What follows belongs to an exercise in optimizing a design on an open flow for small area, a short achievable clock period and few clock cycles; a production flow would make more cautious choices. The RTL was checked by simulation tests, not by an equivalence proof against the original design. No activity file was given, so power comes from the tool's default toggle rates.

==> design.v <==
module gun_st1(input [7:0] a, input [6:0] b, output [8:0] v);
    reg [5:0] sq;    
    reg [4:0] tr;    
    always @(*) begin
        case (a[5:1])
            5'd0: sq = 6'd0;
            5'd1: sq = 6'd1;
            5'd2: sq = 6'd4;
            5'd3: sq = 6'd9;
            5'd4: sq = 6'd16;
            5'd5: sq = 6'd25;
            5'd6: sq = 6'd36;
            5'd7: sq = 6'd49;
            5'd8: sq = 6'd0;
            5'd9: sq = 6'd17;
            5'd10: sq = 6'd36;
            5'd11: sq = 6'd57;
            5'd12: sq = 6'd16;
            5'd13: sq = 6'd41;
            5'd14: sq = 6'd4;
            5'd15: sq = 6'd33;
            5'd16: sq = 6'd0;
            5'd17: sq = 6'd33;
            5'd18: sq = 6'd4;
            5'd19: sq = 6'd41;
            5'd20: sq = 6'd16;
            5'd21: sq = 6'd57;
            5'd22: sq = 6'd36;
            5'd23: sq = 6'd17;
            5'd24: sq = 6'd0;
            5'd25: sq = 6'd49;
            5'd26: sq = 6'd36;
            5'd27: sq = 6'd25;
            5'd28: sq = 6'd16;
            5'd29: sq = 6'd9;
            5'd30: sq = 6'd4;
            5'd31: sq = 6'd1;
        endcase
        case (a[6:1])
            6'd0: tr = 5'd0;
            6'd1: tr = 5'd1;
            6'd2: tr = 5'd3;
            6'd3: tr = 5'd6;
            6'd4: tr = 5'd10;
            6'd5: tr = 5'd15;
            6'd6: tr = 5'd21;
            6'd7: tr = 5'd28;
            6'd8: tr = 5'd4;
            6'd9: tr = 5'd13;
            6'd10: tr = 5'd23;
            6'd11: tr = 5'd2;
            6'd12: tr = 5'd14;
            6'd13: tr = 5'd27;
            6'd14: tr = 5'd9;
            6'd15: tr = 5'd24;
            6'd16: tr = 5'd8;
            6'd17: tr = 5'd25;
            6'd18: tr = 5'd11;
            6'd19: tr = 5'd30;
            6'd20: tr = 5'd18;
            6'd21: tr = 5'd7;
            6'd22: tr = 5'd29;
            6'd23: tr = 5'd20;
            6'd24: tr = 5'd12;
            6'd25: tr = 5'd5;
            6'd26: tr = 5'd31;
            6'd27: tr = 5'd26;
            6'd28: tr = 5'd22;
            6'd29: tr = 5'd19;
            6'd30: tr = 5'd17;
            6'd31: tr = 5'd16;
            6'd32: tr = 5'd16;
            6'd33: tr = 5'd17;
            6'd34: tr = 5'd19;
            6'd35: tr = 5'd22;
            6'd36: tr = 5'd26;
            6'd37: tr = 5'd31;
            6'd38: tr = 5'd5;
            6'd39: tr = 5'd12;
            6'd40: tr = 5'd20;
            6'd41: tr = 5'd29;
            6'd42: tr = 5'd7;
            6'd43: tr = 5'd18;
            6'd44: tr = 5'd30;
            6'd45: tr = 5'd11;
            6'd46: tr = 5'd25;
            6'd47: tr = 5'd8;
            6'd48: tr = 5'd24;
            6'd49: tr = 5'd9;
            6'd50: tr = 5'd27;
            6'd51: tr = 5'd14;
            6'd52: tr = 5'd2;
            6'd53: tr = 5'd23;
            6'd54: tr = 5'd13;
            6'd55: tr = 5'd4;
            6'd56: tr = 5'd28;
            6'd57: tr = 5'd21;
            6'd58: tr = 5'd15;
            6'd59: tr = 5'd10;
            6'd60: tr = 5'd6;
            6'd61: tr = 5'd3;
            6'd62: tr = 5'd1;
            6'd63: tr = 5'd0;
        endcase
    end
    wire [7:0] s = a[0] ? {tr ^ {a[7], 4'b0000}, 3'b001} : {sq, 2'b00};
    assign v = {2'b00, b} + {1'b0, s};
endmodule
module gun_out(input [14:0] r0, input [5:0] c, output [14:0] y);
    assign y = r0 + {1'b0, c[5], c[4], c[3], c[2], 1'b0, c[1], 1'b0, 1'b0, 1'b0, 1'b0, 1'b0, 1'b0, c[0], 1'b0};
endmodule
module gun(
    input rst_i,
    input clk_i,
    input [15:0] sw_i,
    output busy,
    output [14:0] leds
);
wire [7:0] a = sw_i[15:8];
wire [6:0] b = sw_i[6:0];
reg c1, c2;          
reg [14:0] r0;
reg [14:0] r1;       
wire [8:0] v;
wire [14:0] sum, car;
reg [8:0] vq;         
reg [6:0] aq;         
wire [6:0] ap = {aq[6], aq[5], aq[4], aq[3], aq[2], aq[1], aq[0]};
gun_st1 st1(.a(a), .b(b), .v(v));
gun_out out(.r0(r0), .c({r1[13], r1[12], r1[11], r1[10], r1[8], r1[1]}), .y(leds));
wire [8:0] v2 = vq;
wire xp1 = ap[0] & v2[0];
wire xp2 = ap[0] & v2[1];
wire xp3 = ap[0] & v2[2];
wire xp4 = ap[0] & v2[3];
wire xp5 = ap[0] & v2[4];
wire xp6 = ap[0] & v2[5];
wire xp7 = ap[0] & v2[6];
wire xp8 = ap[0] & v2[7];
wire xp9 = ap[0] & v2[8];
wire xp10 = ap[1] & v2[0];
wire xp11 = ap[1] & v2[1];
wire xp12 = ap[1] & v2[2];
wire xp13 = ap[1] & v2[3];
wire xp14 = ap[1] & v2[4];
wire xp15 = ap[1] & v2[5];
wire xp16 = ap[1] & v2[6];
wire xp17 = ap[1] & v2[7];
wire xp18 = ap[1] & v2[8];
wire xp19 = ap[2] & v2[0];
wire xp20 = ap[2] & v2[1];
wire xp21 = ap[2] & v2[2];
wire xp22 = ap[2] & v2[3];
wire xp23 = ap[2] & v2[4];
wire xp24 = ap[2] & v2[5];
wire xp25 = ap[2] & v2[6];
wire xp26 = ap[2] & v2[7];
wire xp27 = ap[2] & v2[8];
wire xp28 = ap[3] & v2[0];
wire xp29 = ap[3] & v2[1];
wire xp30 = ap[3] & v2[2];
wire xp31 = ap[3] & v2[3];
wire xp32 = ap[3] & v2[4];
wire xp33 = ap[3] & v2[5];
wire xp34 = ap[3] & v2[6];
wire xp35 = ap[3] & v2[7];
wire xp36 = ap[3] & v2[8];
wire xp37 = ap[4] & v2[0];
wire xp38 = ap[4] & v2[1];
wire xp39 = ap[4] & v2[2];
wire xp40 = ap[4] & v2[3];
wire xp41 = ap[4] & v2[4];
wire xp42 = ap[4] & v2[5];
wire xp43 = ap[4] & v2[6];
wire xp44 = ap[4] & v2[7];
wire xp45 = ap[4] & v2[8];
wire xp46 = ap[5] & v2[0];
wire xp47 = ap[5] & v2[1];
wire xp48 = ap[5] & v2[2];
wire xp49 = ap[5] & v2[3];
wire xp50 = ap[5] & v2[4];
wire xp51 = ap[5] & v2[5];
wire xp52 = ap[5] & v2[6];
wire xp53 = ap[5] & v2[7];
wire xp54 = ap[5] & v2[8];
wire xp55 = ap[6] & v2[0];
wire xp56 = ap[6] & v2[1];
wire xp57 = ap[6] & v2[2];
wire xp58 = ap[6] & v2[3];
wire xp59 = ap[6] & v2[4];
wire xp60 = ap[6] & v2[5];
wire xp61 = ap[6] & v2[6];
wire xp62 = ap[6] & v2[7];
wire xp63 = ap[6] & v2[8];
wire xq64 = a[7] & b[0];
wire xq65 = a[7] & b[1];
wire xq66 = a[7] & b[2];
wire xq67 = a[7] & b[3];
wire xq68 = a[7] & b[4];
wire xq69 = a[7] & b[5];
wire xq70 = a[7] & b[6];
wire xs71 = xp11 ^ xp19 ^ xp3;
wire xc72 = (xp11 & xp19) | (xp11 & xp3) | (xp19 & xp3);
wire xs73 = xp12 ^ xp20 ^ xp28;
wire xc74 = (xp12 & xp20) | (xp12 & xp28) | (xp20 & xp28);
wire xs75 = xp4 ^ xc72 ^ xs73;
wire xc76 = (xp4 & xc72) | (xp4 & xs73) | (xc72 & xs73);
wire xs77 = xp13 ^ xp21 ^ xp29;
wire xc78 = (xp13 & xp21) | (xp13 & xp29) | (xp21 & xp29);
wire xs79 = xp37 ^ xp5 ^ xc74;
wire xc80 = (xp37 & xp5) | (xp37 & xc74) | (xp5 & xc74);
wire xs81 = xs77 ^ xc76 ^ xs79;
wire xc82 = (xs77 & xc76) | (xs77 & xs79) | (xc76 & xs79);
wire xs83 = xp14 ^ xp22 ^ xp30;
wire xc84 = (xp14 & xp22) | (xp14 & xp30) | (xp22 & xp30);
wire xs85 = xp38 ^ xp46 ^ xp6;
wire xc86 = (xp38 & xp46) | (xp38 & xp6) | (xp46 & xp6);
wire xs87 = xc78 ^ xs83 ^ xs85;
wire xc88 = (xc78 & xs83) | (xc78 & xs85) | (xs83 & xs85);
wire xs89 = xc80 ^ xs87 ^ xc82;
wire xc90 = (xc80 & xs87) | (xc80 & xc82) | (xs87 & xc82);
wire xs91 = xp15 ^ xp23 ^ xp31;
wire xc92 = (xp15 & xp23) | (xp15 & xp31) | (xp23 & xp31);
wire xs93 = xp39 ^ xp47 ^ xp55;
wire xc94 = (xp39 & xp47) | (xp39 & xp55) | (xp47 & xp55);
wire xs95 = xp7 ^ xc84 ^ xc86;
wire xc96 = (xp7 & xc84) | (xp7 & xc86) | (xc84 & xc86);
wire xs97 = xs91 ^ xs93 ^ xc88;
wire xc98 = (xs91 & xs93) | (xs91 & xc88) | (xs93 & xc88);
wire xs99 = xs95 ^ xs97 ^ xc90;
wire xc100 = (xs95 & xs97) | (xs95 & xc90) | (xs97 & xc90);
wire xs101 = xp16 ^ xp24 ^ xp32;
wire xc102 = (xp16 & xp24) | (xp16 & xp32) | (xp24 & xp32);
wire xs103 = xp40 ^ xp48 ^ xp56;
wire xc104 = (xp40 & xp48) | (xp40 & xp56) | (xp48 & xp56);
wire xs105 = xp8 ^ xc92 ^ xc94;
wire xc106 = (xp8 & xc92) | (xp8 & xc94) | (xc92 & xc94);
wire xs107 = xs101 ^ xs103 ^ xc96;
wire xc108 = (xs101 & xs103) | (xs101 & xc96) | (xs103 & xc96);
wire xs109 = xq64 ^ xs105 ^ xs107;
wire xc110 = (xq64 & xs105) | (xq64 & xs107) | (xs105 & xs107);
wire xs111 = xc98 ^ xs109 ^ xc100;
wire xc112 = (xc98 & xs109) | (xc98 & xc100) | (xs109 & xc100);
wire xs113 = xp17 ^ xp25 ^ xp33;
wire xc114 = (xp17 & xp25) | (xp17 & xp33) | (xp25 & xp33);
wire xs115 = xp41 ^ xp49 ^ xp57;
wire xc116 = (xp41 & xp49) | (xp41 & xp57) | (xp49 & xp57);
wire xs117 = xp9 ^ xc102 ^ xc104;
wire xc118 = (xp9 & xc102) | (xp9 & xc104) | (xc102 & xc104);
wire xs119 = xs113 ^ xs115 ^ xc106;
wire xc120 = (xs113 & xs115) | (xs113 & xc106) | (xs115 & xc106);
wire xs121 = xq65 ^ xs117 ^ xc108;
wire xc122 = (xq65 & xs117) | (xq65 & xc108) | (xs117 & xc108);
wire xs123 = xs119 ^ xc110 ^ xs121;
wire xc124 = (xs119 & xc110) | (xs119 & xs121) | (xc110 & xs121);
wire xs125 = xp18 ^ xp26 ^ xp34;
wire xc126 = (xp18 & xp26) | (xp18 & xp34) | (xp26 & xp34);
wire xs127 = xp42 ^ xp50 ^ xp58;
wire xc128 = (xp42 & xp50) | (xp42 & xp58) | (xp50 & xp58);
wire xs129 = xc114 ^ xc116 ^ xs125;
wire xc130 = (xc114 & xc116) | (xc114 & xs125) | (xc116 & xs125);
wire xs131 = xs127 ^ xc118 ^ xq66;
wire xc132 = (xs127 & xc118) | (xs127 & xq66) | (xc118 & xq66);
wire xs133 = xs129 ^ xc120 ^ xs131;
wire xc134 = (xs129 & xc120) | (xs129 & xs131) | (xc120 & xs131);
wire xs135 = xc122 ^ xs133 ^ xc124;
wire xc136 = (xc122 & xs133) | (xc122 & xc124) | (xs133 & xc124);
wire xs137 = xp27 ^ xp35 ^ xp43;
wire xc138 = (xp27 & xp35) | (xp27 & xp43) | (xp35 & xp43);
wire xs139 = xp51 ^ xp59 ^ xc126;
wire xc140 = (xp51 & xp59) | (xp51 & xc126) | (xp59 & xc126);
wire xs141 = xc128 ^ xs137 ^ xq67;
wire xc142 = (xc128 & xs137) | (xc128 & xq67) | (xs137 & xq67);
wire xs143 = xc130 ^ xs139 ^ xc132;
wire xc144 = (xc130 & xs139) | (xc130 & xc132) | (xs139 & xc132);
wire xs145 = xs141 ^ xc134 ^ xs143;
wire xc146 = (xs141 & xc134) | (xs141 & xs143) | (xc134 & xs143);
wire xs147 = xp36 ^ xp44 ^ xp52;
wire xc148 = (xp36 & xp44) | (xp36 & xp52) | (xp44 & xp52);
wire xs149 = xp60 ^ xc138 ^ xs147;
wire xc150 = (xp60 & xc138) | (xp60 & xs147) | (xc138 & xs147);
wire xs151 = xc140 ^ xq68 ^ xs149;
wire xc152 = (xc140 & xq68) | (xc140 & xs149) | (xq68 & xs149);
wire xs153 = xc142 ^ xs151 ^ xc144;
wire xc154 = (xc142 & xs151) | (xc142 & xc144) | (xs151 & xc144);
wire xs155 = xp45 ^ xp53 ^ xp61;
wire xc156 = (xp45 & xp53) | (xp45 & xp61) | (xp53 & xp61);
wire xs157 = xc148 ^ xs155 ^ xq69;
wire xc158 = (xc148 & xs155) | (xc148 & xq69) | (xs155 & xq69);
wire xs159 = xc150 ^ xs157 ^ xc152;
wire xc160 = (xc150 & xs157) | (xc150 & xc152) | (xs157 & xc152);
wire xs161 = xp54 ^ xp62 ^ xc156;
wire xc162 = (xp54 & xp62) | (xp54 & xc156) | (xp62 & xc156);
wire xs163 = xq70 ^ xs161 ^ xc158;
wire xc164 = (xq70 & xs161) | (xq70 & xc158) | (xs161 & xc158);
wire xt165 = xp63 ^ xc162 ^ xc164;
assign sum = {xt165, xs163, xs159, xc146, xs145, xs135, xs123, xs111, xs99, xs89, xs81, xs75, xs71, xp10, xp1};
assign car = {1'b0, xc160, xc154, xs153, xc136, 1'b0, xc112, 1'b0, 1'b0, 1'b0, 1'b0, 1'b0, 1'b0, xp2, 1'b0};
always @(posedge clk_i) begin
    vq <= v;
    aq <= a[6:0];
end
assign busy = rst_i | c1 | c2;
always @(posedge clk_i) begin
    c1 <= rst_i;
    c2 <= c1 & ~rst_i;
end
always @(posedge clk_i) begin
    if (c2)
        r0 <= sum;
end
always @(posedge clk_i) begin
    if (c2) r1[1] <= car[1];
    if (c2) r1[8] <= car[8];
    if (c2) r1[10] <= car[10];
    if (c2) r1[11] <= car[11];
    if (c2) r1[12] <= car[12];
    if (c2) r1[13] <= car[13];
end
endmodule
==> flow/run.sh <==
#!/bin/bash
set -euo pipefail
cd "$(dirname "${BASH_SOURCE[0]}")/.."
bash standard.sh finish ADDER_MAP_FILE= "BUFFER_PORTS_ARGS=-buffer_cell sky130_fd_sc_hd__buf_2" > standard_flow.log 2>&1
==> standard.sh <==
#!/bin/bash
# synth_recipe.tcl (not shown) runs the flow's synth.tcl, then flattens the netlist and writes it again
# the make line also repeats each setting of config.mk as NAME=value (left out here)
make -C /OpenROAD-flow-scripts/flow DESIGN_CONFIG=/design/flow/config.mk WORK_HOME=/design/flow/orfs CLKGATE_MAP_FILE= SYNTH_SCRIPT=/design/flow/synth_recipe.tcl "${@:-finish}"
==> config.mk <==
export PLATFORM = sky130hd
export DESIGN_NAME = gun
export DESIGN_NICKNAME = gun
export VERILOG_FILES = /design/flow/design.v
export SDC_FILE = /design/flow/constraint.sdc
export NUM_CORES = 4
export LEC_CHECK = 0
export CAP_MARGIN = 20
export CORE_MARGIN = 2
export CORE_UTILIZATION = 40
export SETUP_SLACK_MARGIN = 1.1
export SLEW_MARGIN = 20
export SYNTH_HIERARCHICAL = 1
export SYNTH_MINIMUM_KEEP_SIZE = 0
==> constraint.sdc <==
create_clock -name core_clock -period 4.0 [get_ports {clk_i}]
set_input_delay 0.8000 -clock core_clock [delete_from_list [all_inputs] [get_ports {clk_i}]]
set_output_delay 0.8000 -clock core_clock [all_outputs]
set_load 0.01 [all_outputs]
==> flow_summary.yaml, run 1 <==
detailed_routing:
  post-route-drc-count: 0
  antenna_left: 0
  first_iter_violations: 124
  via_per_inst: 5.11
  dr.pass1.iters: 4
  via_count: 3161
  post_drt_wl_per_cell_um: 13.3
  routed_wirelength_mm: 8.24
floorplan:
  chipWidth_um: 103
  num_rows: 36
  dieArea_mm2: 0.0106
  die_h_um: 103
  initial_utilization_pct: 40.5
  ioPinCount: 34
  core_mm2: 0.00964
yosys:
  async_flop_share_pct: 0
  synth_top_area_share_pct: 18.8
  syn_area_per_cell_um2: 8.31
  synth_top_cell_by_area: "xnor2_1"
  syn-num-nets: 488
  yosys_most_used_dff: "edfxtp_1"
  yosysWarnings: 8
  synth_seq_area_share_pct: 25.4
  ys_types: 59
  synth_cells: 470
  ys_seq_elements: 39
  netlist_area_mm2: 0.00391
  synthTopCellsByCount: "100 x nand2_1, 84 x xnor2_1, 33 x xor2_1"
  synth.most_common_cell: "nand2_1"
  synth_edf_count: 21
  synth_area_leaders: "xnor2_1 19%, edfxtp_1 16%, nand2_1 9.6%"
worst_setup_path:
  critPathRequiredTime_ns: 4.06
  reg2reg_slack_ns: 1.18
  crit_arrival_ns: 2.88
  rr_worst_depth: 9
  end_kind: "register"
  reg2reg_to: "r0[9]"
  r2r-start: "vq[5]"
  crit_fanout: 9
  cp-start-kind: "register"
  crit_type: "register to register"
timing:
  rsz0062_at_grt: "true"
  post-route-period-util_pct: 70.6
  period_minus_slack_ns: 2.82
  skew_ns: 0.00978
  fin_tns_setup_ns: 0
  finalHoldViolCount: 0
  finalSetupViolCount: 0
  max_freq_mhz: 354
  drv_slew: 0
  relSlewSlack_pct: 39.0
  finalWorstSetupSlack_ns: 1.18
  tightestPinTransition_ns: 0.914
clocking:
  cts_sinks: 39
  cts-root-buf: "clkbuf_8"
  clk_path_buf_depth: 2
  postCtsHoldBufs: 0
  clkSlewWorstSetupHoldPaths_ns: 0.09
  cts_made_buffers: 5
  cts_max_level: 2
  tritoncts: "built"
  clk_latency_ns: 0.30
global_routing:
  gr-usage-all-layers_pct: 17.0
  antenna_found_initial: 0
  grt_pass1_wl_mm: 14.1
  met2_usage_pct: 30.1
  grt_pass1_vias: 3074
  grt-ovfl-total: 0
  use_met3_pct: 2.31
  grt_max_degree: 23
  met1_usage_pct: 21.6
  grt.busiest_layer: "met2"
power_and_ir_drop:
  peakVddDrop_v: 0.000226
  leakage_nw: 1.54
  power_density_mw_per_mm2: 585
  p_total_mw: 2.48
worst_hold_path:
  min_from: "c1"
  min_to: "c2"
  hold_path_depth: 1
  hp-class: "register to register"
placed_design:
  place_inst: 611
  place_hpwl_mm: 6.33
  place_congestion: 0.837
  io_buffers: 32
  placed_cell_area_mm2: 0.00409
  pre_cts_ws_ns: 0.870
final_layout:
  finalInstanceArea_mm2: 0.00424
  fillers: 975
  stdcell_count: 619
  num_antenna_cells: 0
  drive_gt1_share_pct: 16.9
  syn_to_final_growth_pct: 8.46
  nets: 503
run_status:
  status: "no timing/DRC/antenna violations"
job:
  maxCapViolations: 0
==> logic make-up (layout without fill, tap and decap cells) <==
family                     Yosys count  in the layout  synth area share (%)
muxes                                5              5                  1.38
xor gates and xnor gates           120            120                  28.0
and+or+nand+nor                    171            171                  20.0
AOI/OAI and AO/OA                   69             69                  12.3
adders and majority gates           32             32                  8.39
buffers and inverters               34             50                  4.58
DFF                                 39             39                  25.4
==> power by group <==
| group | internal, mW | leakage, nW | switching, mW |
|---|---|---|---|
| logic | 0.718 | 1.14 | 0.768 |
| clock network | 0.126 | 0.0494 | 0.158 |
| registers | 0.581 | 0.355 | 0.130 |
==> per-layer routing <==
metal  wire length [um]  vias to the layer above  part of all wire, %
li1                   -                     1623                    -
met1               3850                     1469                   47
met2               3960                       63                   48
met3                327                        6                  4.0
met4                 97                        0                  1.2
met5                  0                        -                    0
==> per-module statistics from Yosys (local to each module, per instance) <==
module,times used,cells
gun,1,333
gun_out,1,53
gun_st1,1,84
==> registers in the layout, indices dropped and copies added (netlist names) <==
signal,cells
vq,9
c2,1
r1,6
r0,15
c1,1
aq,7
==> worst max-delay path: stages, from the launching register on <==
cell and delay [ns]:
dfxtp_2 0.46, nand2_1 0.13, maj3_2 0.34, maj3_2 0.33, xor3_2 0.47, or4_1 0.42
o21ai_1 0.08, nand4bb_1 0.13, nand2_1 0.08, xnor2_1 0.13
==> area by class of cell <==
cell class	count	area [um^2]	share of cell area [%]
Inverter	10	37.5	0.886
Tap cell	133	166	3.93
Clock buffer	5	68.8	1.62
Multi-Input combinational cell	397	2760	65.1
Clock inverter	3	21.3	0.502
Timing Repair Buffer	32	160	3.78
Sequential cell	39	1030	24.2
==> cell usage in the layout (no fill, tap or decap), types with 4 or more instances in the layout <==
cell	n
xor2_1	33
nand2_1	100
buf_2	32
clkbuf_8	5
and2_1	7
maj3_1	25
inv_1	10
o2111ai_1	4
dfxtp_2	7
or2_2	6
edfxtp_1	21
a21boi_0	5
nor2_1	23
dfxtp_4	7
o22ai_1	4
dfxtp_1	4
xnor2_1	83
and3_1	5
maj3_2	7
o21ai_0	13
nand3_1	8
a21oi_1	12
==> worst max-delay path by stage <==
stage,startpoint,cells after the start,slack [ns],end
after floorplan,aq[2],10,1.38,r0[9]
after global placement,aq[5],9,0.96,r0[9]
after detailed placement,aq[5],9,0.87,r0[9]
after CTS,aq[5],9,1.14,r0[9]
after global routing,vq[5],9,1.04,r0[9]
final,vq[5],9,1.18,r0[9]
==> metrics by stage <==
stage / hold WS [ns] / utilization [%]
after floorplan: 0.431 / -
after global placement: 0.451 / 42.4
after detailed placement: 0.453 / 42.4
after CTS: 0.468 / 43.6
after global routing: 0.488 / 44.0
final: 0.467 / 44.0
==> repair_timing <==
item                                    4_1_cts  5_1_grt
endpoints found under the setup margin        4        6
cloned                                        0        0
buffers inserted                              0        0
gates resized for setup                      13       12
Testbench counts, summed over its fixed seeds: cycles 6,400.
==> run 2, diff against run 1 <==
--- a/config.mk
+++ b/config.mk
@@ -6,9 +6,9 @@
 export NUM_CORES = 4
 export LEC_CHECK = 0
-export CAP_MARGIN = 20
+export CAP_MARGIN = 0
 export CORE_MARGIN = 2
 export CORE_UTILIZATION = 40
-export SETUP_SLACK_MARGIN = 1.1
-export SLEW_MARGIN = 20
+export SETUP_SLACK_MARGIN = 1.2
+export SLEW_MARGIN = 0
 export SYNTH_HIERARCHICAL = 1
 export SYNTH_MINIMUM_KEEP_SIZE = 0
==> run 2 against run 1 <==
Compared with the run above: die area stayed put; critical path type unchanged; total power is 1.7% higher; clock skew hardly changed; still clean on timing, DRC and antenna; sequential share of layout area hardly changed; synthesized cell count stayed put; critical path depth stayed put; utilization is 0.45 points higher; largest power group unchanged; area after synthesis stayed put.
==> flow_summary.yaml, run 2 <==
timing:
  max_freq_mhz: 373
  drv_slew: 0
  post-route-period-util_pct: 67.1
  finalSetupViolCount: 0
  fin_tns_setup_ns: 0
  rsz0062_at_grt: "true"
  period_minus_slack_ns: 2.68
  relSlewSlack_pct: 38.8
  skew_ns: 0.00964
  tightestPinTransition_ns: 0.916
  finalHoldViolCount: 0
run_status:
  status: "no timing/DRC/antenna violations"
placed_design:
  io_buffers: 32
  place_congestion: 0.837
  place_hpwl_mm: 6.33
final_layout:
  num_antenna_cells: 0
  syn_to_final_growth_pct: 9.58
  nets: 506
  fillers: 973
  largest_reg_flops: 15
  final_common_cell: "nand2_1"
  drive_gt1_share_pct: 18.2
  regArea_mm2: 0.00103
  multi_input_area_mm2: 0.00277
  layout_common_cells: "100 x nand2_1, 82 x xnor2_1, 33 x xor2_1"
  reg_top3: "r0 (15), vq (9), aq (7)"
  largest_register: "r0"
yosys:
  netlist_area_mm2: 0.00391
  synth.most_common_cell: "nand2_1"
  synth_fa_ha_area_share_pct: 8.39
  synth-xor-area-share_pct: 28.0
  synth_simple_gate_area_share_pct: 20.0
  yosysWarnings: 8
  synthTopCellsByCount: "100 x nand2_1, 84 x xnor2_1, 33 x xor2_1"
  synth_top_cell_by_area: "xnor2_1"
  async_flop_share_pct: 0
  synth_area_leaders: "xnor2_1 19%, edfxtp_1 16%, nand2_1 9.6%"
  synth_mux_area_share_pct: 1.38
  synth_top_area_share_pct: 18.8
  synth-compound-area-share_pct: 12.3
  synth_edf_count: 21
  ys_types: 59
  yosys_most_used_dff: "edfxtp_1"
  synth_cells: 470
  synth_seq_area_share_pct: 25.4
  syn-num-nets: 488
  syn_area_per_cell_um2: 8.31
  synth_top_family_by_area: "XOR/XNOR gates"
  ys_seq_elements: 39
floorplan:
  core_mm2: 0.00964
  chipWidth_um: 103
  ioPinCount: 34
  die_h_um: 103
  dieArea_mm2: 0.0106
  initial_utilization_pct: 40.5
  num_rows: 36
job:
  maxCapViolations: 0
power_and_ir_drop:
  peakVddDrop_v: 0.000227
  power_density_mw_per_mm2: 590
  p_total_mw: 2.52
  leakage_nw: 1.57
worst_setup_path:
  reg2reg_to: "r0[9]"
  r2r-start: "vq[6]"
  critPathRequiredTime_ns: 4.06
  crit_arrival_ns: 2.74
  reg2reg_slack_ns: 1.32
  crit_fanout: 13
  crit_type: "register to register"
  end_kind: "register"
  cp-start-kind: "register"
  rr_worst_depth: 9
clocking:
  clkSlewWorstSetupHoldPaths_ns: 0.09
  postCtsHoldBufs: 0
  cts-root-buf: "clkbuf_8"
  clk_latency_ns: 0.30
  cts_sinks: 39
  cts_made_buffers: 5
  cts_max_level: 2
  tritoncts: "built"
  clk_path_buf_depth: 2
worst_hold_path:
  hp-class: "register to register"
  hold_path_depth: 1
  min_from: "c1"
  min_to: "c2"
global_routing:
  grt_max_degree: 23
  antenna_found_initial: 0
  grt_pass1_wl_mm: 14.1
  grt_pass1_vias: 3073
  grt-ovfl-total: 0
  gr-usage-all-layers_pct: 16.9
detailed_routing:
  antenna_left: 0
  via_per_inst: 5.10
  routed_wirelength_mm: 8.28
  post_drt_wl_per_cell_um: 13.3
  post-route-drc-count: 0
  dr.pass1.iters: 4
  first_iter_violations: 113
  via_count: 3170
-- run 2: how the worst max path moves through the flow --
stage,startpoint,cells after the start,to,slack [ns]
finish,vq[6],9,r0[9],1.32
floorplan,aq[2],10,r0[9],1.38
detailed placement,aq[5],9,r0[9],0.87
CTS,aq[4],9,r0[9],1.16
global placement,aq[5],9,r0[9],0.96
global route,vq[6],9,r0[9],1.16
-- run 2: final cells by class --
| type | instances | area share, % |
|---|---|---|
| Clock buffer | 5 | 1.61 |
| Multi-Input combinational cell | 397 | 64.7 |
| Sequential cell | 39 | 24.2 |
| Clock inverter | 3 | 0.497 |
| Tap cell | 133 | 3.89 |
| Timing Repair Buffer | 35 | 4.27 |
| Inverter | 10 | 0.877 |
-- run 2: timing repair --
| item | CTS | global route |
|---|---|---|
| setup endpoints to repair | 6 | 6 |
| buffers inserted | 2 | 1 |
| hold endpoints to repair | 0 | 0 |
| gates resized for setup | 18 | 16 |
| pin swaps | 1 | 3 |
-- run 2: modules after synthesis (local to each module, per instance) --
module	times used	flops+latches	area, um^2
gun	1	39	2950
gun_st1	1	0	576
gun_out	1	0	380
-- run 2: logic make-up after synthesis --
kind of cell             after synthesis
AND/OR/NAND/NOR                      171
flip-flops                            39
multiplexers                           5
buffers and inverters                 34
AO/OA/AOI/OAI                         69
XOR/XNOR                             120
adder cells (fa/ha/maj)               32
-- run 2: stage by stage --
step	worst slack (ns)	cell area [um^2]	cells	hold slack (ns)	util, %
2_1_floorplan	1.38	3910	470	0.431	-
3_3_place_gp	0.965	4090	611	0.451	42.4
3_5_place_dp	0.870	4090	611	0.453	42.4
4_1_cts	1.16	4230	621	0.468	43.9
5_1_grt	1.16	4280	622	0.488	44.4
6_report	1.32	4280	622	0.466	44.4
-- run 2: metal layers --
| layer | vias up | part of all wire [%] | global-route usage, % |
|---|---|---|---|
| li1 | 1630 | - | - |
| met4 | 0 | 1.1 | 4.76 |
| met3 | 7 | 3.1 | 2.31 |
| met1 | 1478 | 47 | 21.6 |
| met2 | 55 | 49 | 30.1 |
| met5 | - | 0 | 0 |
-- run 2: critical path: stages, from the launching register on --
cell	delay, ns
dfxtp_2	0.48
nand2_1	0.13
maj3_1	0.40
xnor2_1	0.26
xnor2_2	0.19
or4_1	0.55
o21ai_1	0.08
nand4bb_1	0.14
nand2_1	0.08
xnor2_1	0.13
-- run 2: power by group --
part / internal [mW] / switching (mW) / total [mW]
logic: 0.747 / 0.782 / 1.53
clock network: 0.126 / 0.158 / 0.284
registers: 0.582 / 0.128 / 0.710
==> run 3, diff against run 2 <==
==> flow/run.sh (replaced) <==
#!/bin/bash
set -euo pipefail
cd "$(dirname "${BASH_SOURCE[0]}")/.."
bash standard.sh finish "BUFFER_PORTS_ARGS=-buffer_cell sky130_fd_sc_hd__buf_2" > standard_flow.log 2>&1
--- a/config.mk
+++ b/config.mk
@@ -6,9 +6,9 @@
 export NUM_CORES = 4
 export LEC_CHECK = 0
-export CAP_MARGIN = 0
+export CAP_MARGIN = 20
 export CORE_MARGIN = 2
 export CORE_UTILIZATION = 40
 export SETUP_SLACK_MARGIN = 1.2
-export SLEW_MARGIN = 0
+export SLEW_MARGIN = 20
 export SYNTH_HIERARCHICAL = 1
 export SYNTH_MINIMUM_KEEP_SIZE = 0
==> run 3 against run 2 <==
Compared with the run above: worst hold slack got worse by 0.0038 ns; global-route usage is 1.4 points lower; sequential share of layout area barely moved; clock power fell by 11%; critical path depth is 1 lower; register-to-register slack got worse by 0.40 ns; routed wire length decreased by 13%; fmax fell by 13%; flip-flop and latch count is the same; still clean on timing, DRC and antenna; clock skew fell by 0.0040 ns; synthesized cell count shrank 26%; cell area is 0.64% higher.
==> flow_summary.yaml, run 3 <==
yosys:
  synth_edf_count: 21
  async_flop_share_pct: 0
  syn_area_per_cell_um2: 10.4
  synth_top_cell_by_area: "fa_1"
  synth_cells: 346
  synth.most_common_cell: "inv_1"
  yosys_most_used_dff: "edfxtp_1"
  ys_seq_elements: 39
  netlist_area_mm2: 0.00360
  yosysWarnings: 8
  synth_seq_area_share_pct: 27.5
  syn-num-nets: 435
  synth_area_leaders: "fa_1 26%, edfxtp_1 18%, dfxtp_1 10%"
  ys_types: 53
  synth_top_area_share_pct: 26.1
  synthTopCellsByCount: "48 x inv_1, 47 x fa_1, 46 x and2_1"
timing:
  finalHoldViolCount: 0
  post-route-period-util_pct: 77.0
  finalSetupViolCount: 0
  finalWorstSetupSlack_ns: 0.919
  hold_slack_ns: 0.462
  fin_tns_setup_ns: 0
  max_freq_mhz: 325
  relSlewSlack_pct: 43.0
  rsz0062_at_grt: "true"
  drv_slew: 0
  tightestPinTransition_ns: 0.854
  skew_ns: 0.00569
  period_minus_slack_ns: 3.08
worst_setup_path:
  crit_family: "adder cells"
  cp-start-kind: "register"
  cp_slowest_stage_delay_ns: 0.56
  slowest_stage: "fa_2"
  crit_arrival_ns: 3.12
  end_kind: "register"
  path_cells: "and2_4 > fa_2 > inv_2 > fa_2 > fa_1 > inv_1 > fa_2 > fa_2"
  crit_type: "register to register"
  cp_common_cell: "fa_2"
  critPathRequiredTime_ns: 4.04
  crit_buf_inv: 2
  crit_fanout: 5
global_routing:
  grt-ovfl-total: 0
  antenna_found_initial: 0
  grt_max_degree: 23
  grt_pass1_wl_mm: 12.1
  grt_pass1_vias: 2588
  gr-usage-all-layers_pct: 15.6
floorplan:
  ioPinCount: 34
  dieArea_mm2: 0.00978
  die_h_um: 98.9
  core_mm2: 0.00872
  num_rows: 34
  initial_utilization_pct: 41.3
  chipWidth_um: 98.9
placed_design:
  pre_cts_ws_ns: 0.809
  place_congestion: 0.858
  io_buffers: 32
  place_hpwl_mm: 5.52
  place_inst: 481
  placed_cell_area_mm2: 0.00393
final_layout:
  reg_top3: "r0 (15), vq (9), aq (7)"
  largest_reg_flops: 15
  nets: 492
  fillers: 797
  postLayoutCoreUtil_pct: 49.4
  finalInstanceArea_mm2: 0.00431
  layout_common_cells: "43 x inv_1, 37 x and2_1, 32 x buf_2"
  regArea_mm2: 0.00104
  largest_register: "r0"
  multi_input_area_mm2: 0.00253
  drive_gt1_share_pct: 32.2
  stdcell_count: 512
  final_common_cell: "inv_1"
  syn_to_final_growth_pct: 19.6
  num_antenna_cells: 0
clocking:
  postCtsHoldBufs: 0
  cts_made_buffers: 5
  clk_latency_ns: 0.29
  clk_path_buf_depth: 2
  clkSlewWorstSetupHoldPaths_ns: 0.07
  tritoncts: "built"
  cts_max_level: 2
  cts-root-buf: "clkbuf_8"
  cts_sinks: 39
detailed_routing:
  post_drt_wl_per_cell_um: 14.0
  via_count: 2515
  antenna_left: 0
  first_iter_violations: 96
  routed_wirelength_mm: 7.18
  post-route-drc-count: 0
  via_per_inst: 4.91
  dr.pass1.iters: 4
run_status:
  status: "no timing/DRC/antenna violations"
job:
  maxCapViolations: 0
power_and_ir_drop:
  peakVddDrop_v: 0.000205
  power_density_mw_per_mm2: 520
  p_total_mw: 2.24
  leakage_nw: 1.86
worst_hold_path:
  hp-class: "register to register"
run 3: cell count changes in the layout (fill, tap and decap cells not counted), sizes merged, moves of 24 or more:
cell	previous run	this run
and2	7	50
ha	0	24
xor2	33	8
xnor2	84	11
nand2	102	32
fa	0	47
maj3	32	0
inv	13	48
run 3: power breakdown:
group	internal, mW	switching, mW	leakage, nW
Sequential	0.594	0.0861	0.356
Combinational	0.637	0.671	1.46
Clock	0.120	0.132	0.0426
Total	1.35	0.889	1.86
run 3: cell type report:
cell class                 instances  share of cell area, %
timing repair buffer              55                   7.81
sequential                        39                   24.2
inverter                          48                   4.18
clock inverter                     2                  0.203
tap                              108                   3.14
multi-input combinational        254                   58.8
clock buffer                       6                   1.68
run 3: timing repair:
item / in CTS / in global routing
resized for setup: 29 / 13
setup buffers: 16 / 7
pin swaps: 6 / 11
setup endpoints to repair: 12 / 15
run 3: path summary, 6_finish.rpt:
check             startpoint  endpoint  slack (ns)  cells past startpoint
hold / removal            c1        c2        0.46                      1
hold reg to reg           c1        c2        0.46                      1
setup reg to reg       aq[1]     r0[9]        0.92                      8
setup / recovery       aq[1]     r0[9]        0.92                      8
run 3: logic make-up (layout without fill, tap and decap cells):
kind of cell	count (synthesis)	after routing	share of synthesized area, %
mux	2	2	0.590
compound gates	42	42	8.44
flops	39	39	27.5
fa+ha+maj	71	71	34.5
xor+xnor	19	19	4.62
simple gates	120	120	18.7
buf+inv	53	111	5.66
run 3: per-layer routing:
metal / wire length [um] / GRT usage [%] / vias to the layer above
li1: - / - / 1244
met1: 2970 / 18.6 / 1203
met2: 3710 / 27.8 / 60
met3: 378 / 3.48 / 8
met4: 116 / 4.85 / 0
met5: 0 / 0 / -
run 3: per-module statistics from Yosys, one instance, submodules excluded:
module	times used	cells	flip-flops and latches	area, um^2
gun_st1	1	90	0	663
gun_out	1	56	0	434
gun	1	200	39	2500

[port drivers added, routing unchanged]
How much do the figures lean on ideal ports? The routed layouts below were timed once more, with nothing changed but the port constraints.
Step 1: set_driving_cell puts a clkbuf_16 on clk_i and a buf_2 on each other input, an assumption about the parent block.
Step 2, shift: input delay + t, output delay - t, t = (earliest + latest rising clock arrival at the registers) / 2. This alone moves slack from input paths to output paths.
a / b / c = no drivers / after step 1 / after step 2; a / b = the first two.
run	shift t [ns]	setup WS [ns]	worst setup path at the end
run 1	0.332	1.176 / 1.176 / 1.176	register to register
run 2	0.329	1.317 / 1.317 / 1.300	input to register
run 3	0.322	0.919 / 0.919 / 0.919	register to register
After both steps every run listed still meets setup and hold. For run 2, which loses most, drivers alone change the setup slack by 0.000 ns; drivers and shift together by -0.017 ns.
